Source: an optimization exercise on an open RTL-to-GDS flow (aim: small area). Production flows keep margins and buffers that such runs may drop.
Where RTL was checked, it was by simulation tests only, not by an equivalence proof against the original.
The clock port is modelled as an ideal driver, which makes a skipped or thinned clock tree look cheaper than it is; a real chip needs a root buffer or a tree.
No activity file was given, so power comes from the tool's default toggle rates.

==> trial 62: inputs <==
// classifier_top
module classifier_top (
  input  wire clk,
  input  wire rst_n,
  input  wire signed [3:0]  x_int4,
  input  wire signed [7:0]  w_int8,
  input  wire new_feat,
  input  wire new_class,
  input  wire [2:0] class_id,
  output reg  signed [19:0] acc20,
  output reg  signed [19:0] max_score,
  output reg  [2:0] max_class
);
  wire en1;
  c_nor2b u_en1 (new_class, new_feat, en1);
  wire nxg2;
  c_nand2 u_nxg2 (x_int4[0], en1, nxg2);
  wire nxg3;
  c_nand2 u_nxg3 (x_int4[1], en1, nxg3);
  wire nxg4;
  c_nand2 u_nxg4 (x_int4[2], en1, nxg4);
  wire nxg5;
  c_nand2 u_nxg5 (x_int4[3], en1, nxg5);
  wire xg6;
  c_inv u_xg6 (nxg3, xg6);
  wire xg7;
  c_inv u_xg7 (nxg5, xg7);
  wire one8;
  c_inv u_one8 (nxg2, one8);
  wire two9;
  c_nor2b u_two9 (nxg3, nxg2, two9);
  wire one10;
  c_xor2 u_one10 (nxg3, nxg4, one10);
  wire two11;
  c_xnor2 u_two11 (nxg4, nxg3, two11);
  wire two12;
  c_xor2 u_two12 (nxg5, nxg4, two12);
  wire two13;
  c_and2 u_two13 (two11, two12, two13);
  wire sel14;
  c_nand2 u_sel14 (one8, w_int8[0], sel14);
  wire pp15;
  ...
export LEC_CHECK = 0
export CAP_MARGIN = 20
export CORE_MARGIN = 2
export CORE_UTILIZATION = 40
export GPL_TIMING_DRIVEN = 0
export SLEW_MARGIN = 20
export SYNTH_HIERARCHICAL = 1
export SYNTH_MINIMUM_KEEP_SIZE = 0
create_clock -name core_clock -period 6.5 [get_ports {clk}]
standard.sh (not shown) runs the stock make flow with config.mk's settings and CLKGATE_MAP_FILE= SYNTH_SCRIPT=/design/flow/synth_recipe.tcl, a recipe that flattens the netlist after the stock synthesis.
==> flow/flow/run.sh <==
#!/bin/bash
# The standard layout (standard.sh) with these changes to how the layout is made:
#  - the port buffers that buffer_ports inserts are sky130_fd_sc_hd__buf_1;
#  - clock tree synthesis inserts no dummy loads, and its tree (a root buffer and leaf
#    buffers) is then reduced to 3 leaf buffers (collapse.tcl), each register still clocked
#    through the root and one leaf;
#  - after the standard synthesis (run unchanged), combinational cells that synthesis
#    upsized are set back to their smallest drive strength (downsize.tcl); the floorplan's
#    timing repair and the later repair steps upsize again wherever timing needs it.
# Each tool's output goes to its own log file here.
set -euo pipefail
export BUFFER_PORTS_ARGS="-buffer_cell sky130_fd_sc_hd__buf_1"
export CTS_ARGS="-sink_clustering_enable -repair_clock_nets -dont_use_dummy_load"
export POST_CTS_TCL=$PWD/flow/collapse.tcl CLK_KEEP=3
export CLK_LEAF_CELL=sky130_fd_sc_hd__clkbuf_8 CLK_ROOT_CELL=sky130_fd_sc_hd__clkbuf_2
bash standard.sh synth > synth.log 2>&1
export RESULTS=orfs/results/sky130hd/classifier_top/base
openroad -no_init -exit flow/downsize.tcl > downsize.log 2>&1
bash standard.sh finish > standard_flow.log 2>&1
Other scripts of this flow, unchanged in this note and not shown: flow/flow/collapse.tcl, flow/flow/downsize.tcl
==> trial 59 (differences from trial 62) <==
Settings changed: CAP_MARGIN 20 to 0, SLEW_MARGIN 20 to 0.
==> qor summary <==
Final-layout clock buffer total: trial 59 4; trial 62 4
Via count normalized by instance count: trial 59 5.04; trial 62 5.04
Wire length of the first global-routing pass: trial 59 9340 um; trial 62 9340 um
Status: trial 59 finished clean; trial 62 finished clean
Final cell area excluding filler cells: trial 59 3220 um2; trial 62 3220 um2
Max IR drop VDD: trial 59 0.000153 V; trial 62 0.000153 V
Number of nets in the final layout: trial 59 371; trial 62 371
Placed Cells: trial 59 406; trial 62 406
Critical path depth in cells: trial 59 28; trial 62 28
Via count: trial 59 2,073; trial 62 2,073
Growth of design area from synthesis to finish: trial 59 17.0%; trial 62 17.0%
Tap cells: trial 59 80; trial 62 80
Largest net degree at the start of global routing: trial 59 25; trial 62 25
Fillers: trial 59 654; trial 62 654
Worst Hold Margin: trial 59 0.513 ns; trial 62 0.513 ns
Synth Area per Inst: trial 59 10.4 um2; trial 62 10.4 um2
Worst r2r path cells: trial 59 23; trial 62 23
Part of the total power dissipated in the clock network: trial 59 8.4%; trial 62 8.4%
Final core utilization: trial 59 47.9%; trial 62 47.9%
Sw Share: trial 59 46.3%; trial 62 46.3%
Most frequent cell on the critical path: trial 59 nand2_1; trial 62 nand2_1
Post-detailed-placement half-perimeter wirelength: trial 59 4480 um; trial 62 4480 um
Wirelength per Cell: trial 59 14.1 um; trial 62 14.1 um
Crit. Startpoint: trial 59 new_class; trial 62 new_class
WL met3: trial 59 246 um; trial 62 246 um
Function was not checked in any run of this note: the RTL went through the layout flow alone.


==> umber <==
classifier_top, a different RTL version from the one above (not shown whole).
Settings: LEC_CHECK=0, ABC_AREA=1, CAP_MARGIN=20, CORE_MARGIN=2, CORE_UTILIZATION=40, GPL_TIMING_DRIVEN=0, SLEW_MARGIN=20; clock period 6.5 ns.
==> flow/flow/run.sh <==
#!/bin/bash
# Standard ORFS layout (the standard.sh, unchanged synthesis), with the port buffers
# that buffer_ports inserts made sky130_fd_sc_hd__buf_1 instead of the default choice, and
# ORFS's power recovery (downsizing gates off the critical paths) after global routing.
set -euo pipefail
export BUFFER_PORTS_ARGS="-buffer_cell sky130_fd_sc_hd__buf_1"
export RECOVER_POWER=100
bash standard.sh finish > standard_flow.log 2>&1
==> maple: changes against umber <==
==> flow/run.sh (new file) <==
#!/bin/bash
# synth_recipe.tcl (not shown) runs the flow's synth.tcl, then flattens the netlist and writes it again
# the make line also repeats each setting of config.mk as NAME=value (left out here)
make -C /OpenROAD-flow-scripts/flow DESIGN_CONFIG=/design/flow/config.mk WORK_HOME=/design/flow/orfs CLKGATE_MAP_FILE= SYNTH_SCRIPT=/design/flow/synth_recipe.tcl finish
- GPL_TIMING_DRIVEN: 0 -> not set
removed: flow/flow/run.sh
removed: flow/standard.sh
==> comparison table <==
Outcome: maple finished clean; umber finished with violations
Layout check failures: maple -; umber capacitance limit, slew limit
Layout Cell Area excl Fill: maple 4070 sq um; umber 3560 sq um
Share of cell area taken by flip-flops and latches: maple 0.265; umber 0.302
Average wire per standard cell: maple 12.5 um; umber 12.4 um
Maximum resistive drop on vdd: maple 0.148 mV; umber 0.137 mV
Post-route clock period utilization: maple 0.975; umber 0.963
Critical path origin: maple x_int4[2]; umber new_class
Routed wire length on met3: maple 199 um; umber 208 um
Max-slew violation count: maple 0; umber 32
Number of stages on the worst setup path: maple 26; umber 28
Worst-path maximum fanout: maple 2; umber 7
Clock latency on the worst-skew pair: maple 0.29 ns; umber 0.30 ns
Max stage delay cell, worst path: maple sky130_fd_sc_hd__clkdlybuf4s50_1; umber sky130_fd_sc_hd__fa_1
Final core area utilization: maple 0.563; umber 0.493
Flop-to-flop setup slack: maple 1.46 ns; umber 1.47 ns

static timing again, ports no longer ideal:
The results above use ideal ports. As a check the final layouts listed here were re-extracted and re-timed, cells and wires unchanged. Step 1 assumes that a clkbuf_16 drives the clock port and a buf_2 every other input. Step 2 times the ports against the registers' clock, not the clock port: input delays grow and output delays shrink by t, the midpoint of the rising clock arrivals with the driver on. Slacks: ideal / step 1 / step 2; pairs: ideal / step 1.
| run | t (ns) | setup WS [ns] | worst hold slack (ns) |
|---|---|---|---|
| trial 62 | 0.380 | 0.514 / 0.514 / 0.134 | 0.513 / 0.513 / 0.513 |
| trial 59 | 0.380 | 0.514 / 0.514 / 0.134 | 0.513 / 0.513 / 0.513 |
| umber | 0.324 | 0.242 / 0.232 / -0.092 | 0.496 / 0.496 / 0.496 |
| maple | 0.317 | 0.159 / 0.164 / -0.153 | 0.503 / 0.503 / 0.503 |
